Background: an optimization exercise with open tools, aiming at small area and a short achievable clock period. Do not read the settings as production practice.
At most, simulation tests tie the RTL to the original design; equivalence was not proved.

==> inputs of job 3011 <==
// mac_array
module mac_array (
    input  clk,
    input  srstn,
    input  start_processing,
    output processing_done,
    output [5:0] sram_w_addr,
    output [5:0] sram_v_addr,
    input  [127:0] sram_rdata_w,
    input  [31:0]  sram_rdata_v,
    output result_we,
    output [127:0] result_data
);
    reg [6:0] cyc;       
    reg [5:0] addr;      
    reg       done_r;    
    always @(posedge clk or negedge srstn) begin
        if (!srstn) begin
            cyc    <= 7'd0;
            addr   <= 6'd0;
            done_r <= 1'b0;
        end else begin
            done_r <= (cyc == 7'd69);
            if (cyc == 7'd0) begin
                if (start_processing) begin
                    cyc  <= 7'd1;
                    addr <= addr + 6'd1;
                end
            end else if (cyc == 7'd70) begin
                cyc <= 7'd0;
            end else begin
                cyc <= cyc + 7'd1;
                if (cyc < 7'd64) addr <= addr + 6'd1;
            end
        end
    end
    assign sram_w_addr     = addr;
    assign sram_v_addr     = addr;
    assign processing_done = done_r;
  ...
Settings: LEC_CHECK=0, ABC_AREA=1, CAP_MARGIN=60, CORE_MARGIN=2, CORE_UTILIZATION=40, SLEW_MARGIN=60; clock period 15.0 ns.
run.sh (not shown) runs the stock make flow with config.mk's settings and CLKGATE_MAP_FILE= SYNTH_SCRIPT=/design/flow/synth_recipe.tcl, a recipe that flattens the netlist after the stock synthesis.
==> job 2741 (differences from job 3011) <==
--- a/flow/design.v
+++ b/flow/design.v
@@ -1,48 +1,50 @@
 `timescale 1ns / 1ps
 module fpmul_seq_pipeline (
     input clk,
-    input  [31:0] A,
+    input  [32:0] A,
     input  [47:0] B,
+    input  Z,
     output reg [31:0] O
 );
     wire [107:0] m1;
     reg  [107:0] q1;
     wire [31:0]  m2;
-    fpmul_st1 u1 (.A(A), .B(B), .O(m1));
+    fpmul_st1 u1 (.A(A), .B(B), .Z(Z), .O(m1));
     fpmul_st2 u2 (.I(q1), .O(m2));
     always @(posedge clk) begin
         q1 <= m1;
         O  <= m2;
     end
 endmodule
 module fpmul_st1 (
-    input  [31:0] A,
+    input  [32:0] A,
     input  [47:0] B,
+    input  Z,
     output [107:0] O
 );
     wire        bs   = B[47];
     wire [7:0]  beff = B[46:39];
     wire        b_h  = B[38];           
     wire        b_e1 = B[37];
     wire        b_nf = B[36];           
     wire [11:0] bneg = B[35:24];
     wire [11:0] btwo = B[23:12];
     wire [11:0] bone = B[11:0];
     wire [7:0] ae = A[30:23];
-    wire a_ez = (ae == 8'd0);
+    wire a_ez = ~A[32];
     wire a_e1 = (ae == 8'hFF);
     wire a_fz = (A[22:0] == 23'd0);
     wire nan  = (a_e1 & ~a_fz) | (b_e1 & b_nf);
     wire inf  = a_e1 | b_e1;
     wire zero = (a_ez & a_fz) | (~b_h & ~b_nf);
     wire [23:0] am = {~a_ez, A[22:0]};
     wire [7:0]  e0 = {ae[7:1], ae[0] | a_ez} + beff + 8'd129;
     wire [47:0] ps, pc;
     mul24_rows u_rows (.a(am), .bone({b_h, bone}), .btwo({1'b0, btwo}), .bneg(bneg), .s(ps), .c(pc));
-    assign O = {nan, inf, zero, A[31] ^ bs, e0, ps, pc};
+    assign O = {nan & ~Z, inf & ~Z, zero | Z, (A[31] ^ bs) & ~Z, e0, ps, pc};
 endmodule
 module fpmul_st2 (
     input  [107:0] I,
     output [31:0] O
 );
     wire        nan = I[107], inf = I[106], zero = I[105], s = I[104];
@@ -1403,26 +1405,26 @@
     wire [23:0] t = (spec || d[7:5] != 3'd0) ? 24'd0 : (ms >> d[4:0]);
     wire [22:0] fx = sel_a ? A[22:0] : sel_b ? B[22:0] : 23'd0;
     wire [7:0]  ex = sel_a ? ae : sel_b ? be : 8'hFF;
     wire        sx = sel_a ? A[31] : sel_b ? B[31] : (A[31] ^ B[31]);
     wire        sub   = ~spec & ~same;
     wire        frc = ~spec & same & (d == 8'd0);
-    assign O = {sub, frc, spec ? sx : sg, spec ? ex : eg, spec ? {1'b1, fx} : mg, t ^ {24{sub}}};
+    wire [23:0] x = spec ? {1'b1, fx} : mg;
+    wire [23:0] y = t ^ {24{sub}};
+    assign O = {sub, frc, spec ? sx : sg, spec ? ex : eg, x & y, x ^ y};
 endmodule
 module fpadd_st2 (
     input  [58:0] I,
     output [31:0] O
 );
     wire        sub   = I[58];
     wire        frc   = I[57];
     wire        s     = I[56];
     wire [7:0]  e     = I[55:48];
-    wire [23:0] x     = I[47:24];
-    wire [23:0] y     = I[23:0];
-    wire [23:0] yy = y;
-    wire [23:0] g0 = x & yy, p0 = x ^ yy;
+    wire [23:0] g0    = I[47:24];    
+    wire [23:0] p0    = I[23:0];     
     wire [24:0] c;           
     assign c[0] = sub;
     wire [23:0] g1, p1, g2, p2, g3, p3, g4, p4, g5, p5;
     genvar k;
     generate
         for (k = 0; k < 24; k = k + 1) begin : l1
@@ -1479,46 +1481,45 @@
 `timescale 1ns / 1ps
 module PE_core (
     input clk,
     input srstn,
     input cap,
     input adv,
+    input z0,
     input pass_a,
     input pass_b,
     input wr,
     input  [31:0] in_x,
     input  [31:0] in_y,
     input  [47:0] vq,
     output [31:0] res_x,
     output [31:0] res_y
 );
-    reg [31:0] wa, wy;
+    reg [32:0] wa, wy;
     always @(posedge clk) begin
-        if (!srstn) begin
-            wa <= 32'd0;
-            wy <= 32'd0;
-        end else if (cap) begin
-            wa <= in_x;
-            wy <= in_y;
+        if (cap) begin
+            wa <= {(in_x[30:23] != 8'd0), in_x};
+            wy <= {(in_y[30:23] != 8'd0), in_y};
         end else if (adv) begin
             wa <= wy;
         end
     end
     wire [31:0] pr;
-    fpmul_seq_pipeline u_mul (.clk(clk), .A(wa), .B(vq), .O(pr));
+    fpmul_seq_pipeline u_mul (.clk(clk), .A(wa), .B(vq), .Z(z0), .O(pr));
     wire [58:0] st1;
     reg  [58:0] r1;
     reg  [31:0] r2;
     wire [31:0] st2;
     fpadd_st1 u_add1 (.A(pr), .B(r2), .pass_a(pass_a), .pass_b(pass_b), .O(st1));
     fpadd_st2 u_add2 (.I(r1), .O(st2));
     always @(posedge clk) begin
         r1 <= st1;
         r2 <= st2;
     end
-    write_out u_out (.clk(clk), .srstn(srstn), .wr(wr), .dx(st2), .dy(r2), .qx(res_x), .qy(res_y));
+    write_out u_out (.clk(clk), .srstn(srstn), .wr(wr), .dx({r1[56:48], r1[22:0]}), .dy(r2),
+                     .qx(res_x), .qy(res_y));
 endmodule
 `timescale 1ns / 1ps
 module write_out (
     input clk,
     input srstn,
     input wr,
@@ -1548,39 +1549,52 @@
     input  [127:0] sram_rdata_w,
     input  [31:0]  sram_rdata_v,
     output result_we,
     output [127:0] result_data
 );
     reg [6:0] cyc;       
-    reg [5:0] addr;      
-    reg       done_r;    
+    reg       busy;      
+    reg [5:0] waddr;     
+    reg [5:0] vaddr;     
+    reg       done_q;    
+    reg       we_q;      
     always @(posedge clk or negedge srstn) begin
         if (!srstn) begin
             cyc    <= 7'd0;
-            addr   <= 6'd0;
-            done_r <= 1'b0;
+            busy   <= 1'b0;
+            waddr  <= 6'd0;
+            vaddr  <= 6'd0;
+            done_q <= 1'b0;
+            we_q   <= 1'b0;
         end else begin
-            done_r <= (cyc == 7'd69);
+            done_q <= (cyc == 7'd69);
+            we_q   <= busy & (cyc == 7'd69);
             if (cyc == 7'd0) begin
                 if (start_processing) begin
-                    cyc  <= 7'd1;
-                    addr <= addr + 6'd1;
+                    cyc   <= 7'd1;
+                    busy  <= 1'b1;
+                    waddr <= waddr + 6'd1;
+                    vaddr <= vaddr + 6'd1;
                 end
             end else if (cyc == 7'd70) begin
-                cyc <= 7'd0;
+                cyc  <= 7'd0;
+                busy <= 1'b0;
             end else begin
                 cyc <= cyc + 7'd1;
-                if (cyc < 7'd64) addr <= addr + 6'd1;
+                if (cyc < 7'd64) begin
+                    waddr <= waddr + 6'd1;
+                    vaddr <= vaddr + 6'd1;
+                end
             end
         end
     end
-    assign sram_w_addr     = addr;
-    assign sram_v_addr     = addr;
-    assign processing_done = done_r;
-    assign result_we       = done_r;
-    wire cap    = cyc[0] | done_r;                  
+    assign sram_w_addr     = waddr;
+    assign sram_v_addr     = vaddr;
+    assign processing_done = done_q;
+    assign result_we       = we_q;
+    wire cap    = cyc[0] | (cyc == 7'd70);          
     wire adv    = (cyc != 7'd0) | start_processing;  
     wire pass_a = (cyc < 7'd4);                     
     wire pass_b = (cyc >= 7'd68);                   
     wire wr     = (cyc == 7'd69);
     wire [7:0]  ve   = sram_rdata_v[30:23];
     wire        v_ez = (ve == 8'd0);
@@ -1598,22 +1612,26 @@
         end
     endgenerate
     wire [47:0] vq_d = {sram_rdata_v[31], ve[7:1], ve[0] | v_ez, ~v_ez, (ve == 8'hFF),
                         (sram_rdata_v[22:0] != 23'd0), b_neg, b_two, b_one};
     reg [47:0] vq;
     always @(posedge clk) begin
-        if (!srstn) vq <= 48'd0;
-        else if (cap) vq <= vq_d;
+        if (cap) vq <= vq_d;
+    end
+    reg z0;
+    always @(posedge clk) begin
+        if (!srstn) z0 <= 1'b1;
+        else if (cap) z0 <= 1'b0;
     end
     PE_core pair0 (
         .clk(clk), .srstn(srstn), .cap(cap), .adv(adv),
-        .pass_a(pass_a), .pass_b(pass_b), .wr(wr),
+        .z0(z0), .pass_a(pass_a), .pass_b(pass_b), .wr(wr),
         .in_x(sram_rdata_w[31:0]), .in_y(sram_rdata_w[63:32]), .vq(vq),
         .res_x(result_data[127:96]), .res_y(result_data[95:64])
     );
     PE_core pair1 (
         .clk(clk), .srstn(srstn), .cap(cap), .adv(adv),
-        .pass_a(pass_a), .pass_b(pass_b), .wr(wr),
+        .z0(z0), .pass_a(pass_a), .pass_b(pass_b), .wr(wr),
         .in_x(sram_rdata_w[95:64]), .in_y(sram_rdata_w[127:96]), .vq(vq),
         .res_x(result_data[63:32]), .res_y(result_data[31:0])
     );
 endmodule
==> flow/flow/run.sh (new file) <==
#!/bin/bash
# Layout flow: the standard layout (standard.sh: ORFS synthesis, floorplan,
# placement, CTS, routing, finish) with the timing repair of the floorplan,
# CTS and global-route steps aimed at a setup slack margin, so that repair
# sizes and buffers the paths to a short clock period.  The SDC, clock period
# and I/O constraints are the standard flow's, unchanged; every port still gets a buffer
# (a plain buf_1, which repair resizes where timing needs it).  Gate cloning
# is off so that every register stays as the standard synthesis made it.
set -euo pipefail
MARGIN=$(cat "$(dirname "$0")/margin.txt")
bash standard.sh SETUP_SLACK_MARGIN="$MARGIN" SKIP_GATE_CLONING=1 \
    "BUFFER_PORTS_ARGS=-buffer_cell sky130_fd_sc_hd__buf_1" finish > flow_make.log 2>&1
==> flow/flow/margin.txt (new file) <==
10.55
==> flow/standard.sh (new file) <==
#!/bin/bash
# synth_recipe.tcl (not shown) runs the flow's synth.tcl, then flattens the netlist and writes it again
# the make line also repeats each setting of config.mk as NAME=value (left out here)
make -C /OpenROAD-flow-scripts/flow DESIGN_CONFIG=/design/flow/config.mk WORK_HOME=/design/flow/orfs CLKGATE_MAP_FILE= SYNTH_SCRIPT=/design/flow/synth_recipe.tcl "${@:-finish}"
CAP_MARGIN = 20   (was 60)
CORE_UTILIZATION = 60   (was 40)
SLEW_MARGIN = 20   (was 60)
removed: flow/run.sh
==> comparison <==
Between job 3011 and job 2741, the lower synthesized area is in job 3011 (gap about 0.64%, measured against job 2741). In job 3011 the routed wire length is larger than in job 2741, by about 7%. Between job 2741 and job 3011, the lower via count is in job 3011 (gap 0.32%, measured against job 3011). In job 3011 the utilization is lower than in job 2741, by 21 points. Of job 3011 and job 2741, job 2741 has the higher non-clock buffer count (gap 96).
==> figures <==
	job 3011	job 2741
Status	finished clean	finished clean
Period utilisation layout	38.2%	29.8%
Worst R2R Start	pair1.r1[0]$_DFF_P_	vq[4]$_DFFE_PN_
Number of gates resized after CTS	0	126
Post-synth EDFFs	0	179
Post-layout nets	10.4k	10.2k
Clkbuf count	118	112
Tightest Pin Transition	0.651 ns	1.14 ns
Hold Path Origin	pair1.r1[56]$_DFF_P_	pair0.r1[56]$_DFF_P_
# diodes	2	4
The RTL of job 3011 was laid out without a check of its function.

re-timing with driven ports:
In the flow no input, the clock included, has a driving cell. The finished layouts below were timed again as built, in two steps. Step 1 sets driving cells, clkbuf_16 on the clock port and buf_2 on the other inputs (assumed; they add their load-dependent delay and slew). Step 2 adds t to the input delays and takes it off the output delays; t is the mean of the earliest and latest rising clock arrival at the registers after step 1. Input paths then give back, and output paths get back, about the clock's delay inside the block. a / b / c = ideal / step 1 / step 2; a / b = the first two.
run | t (ns) | setup WS [ns] | latest minus earliest clock arrival (ns) | worst slew at a driven data input, ns
job 3011 | 0.821 | 9.275 / 9.275 / 9.275 | 0.056 / 0.056 | 0.15
job 2741 | 0.817 | 10.534 / 10.532 / 10.067 | 0.043 / 0.043 | 0.06
After both steps every run listed still meets setup and hold. The setup slack of job 2741, which loses most, moves by -0.002 ns with the drivers and by -0.467 ns with both steps.
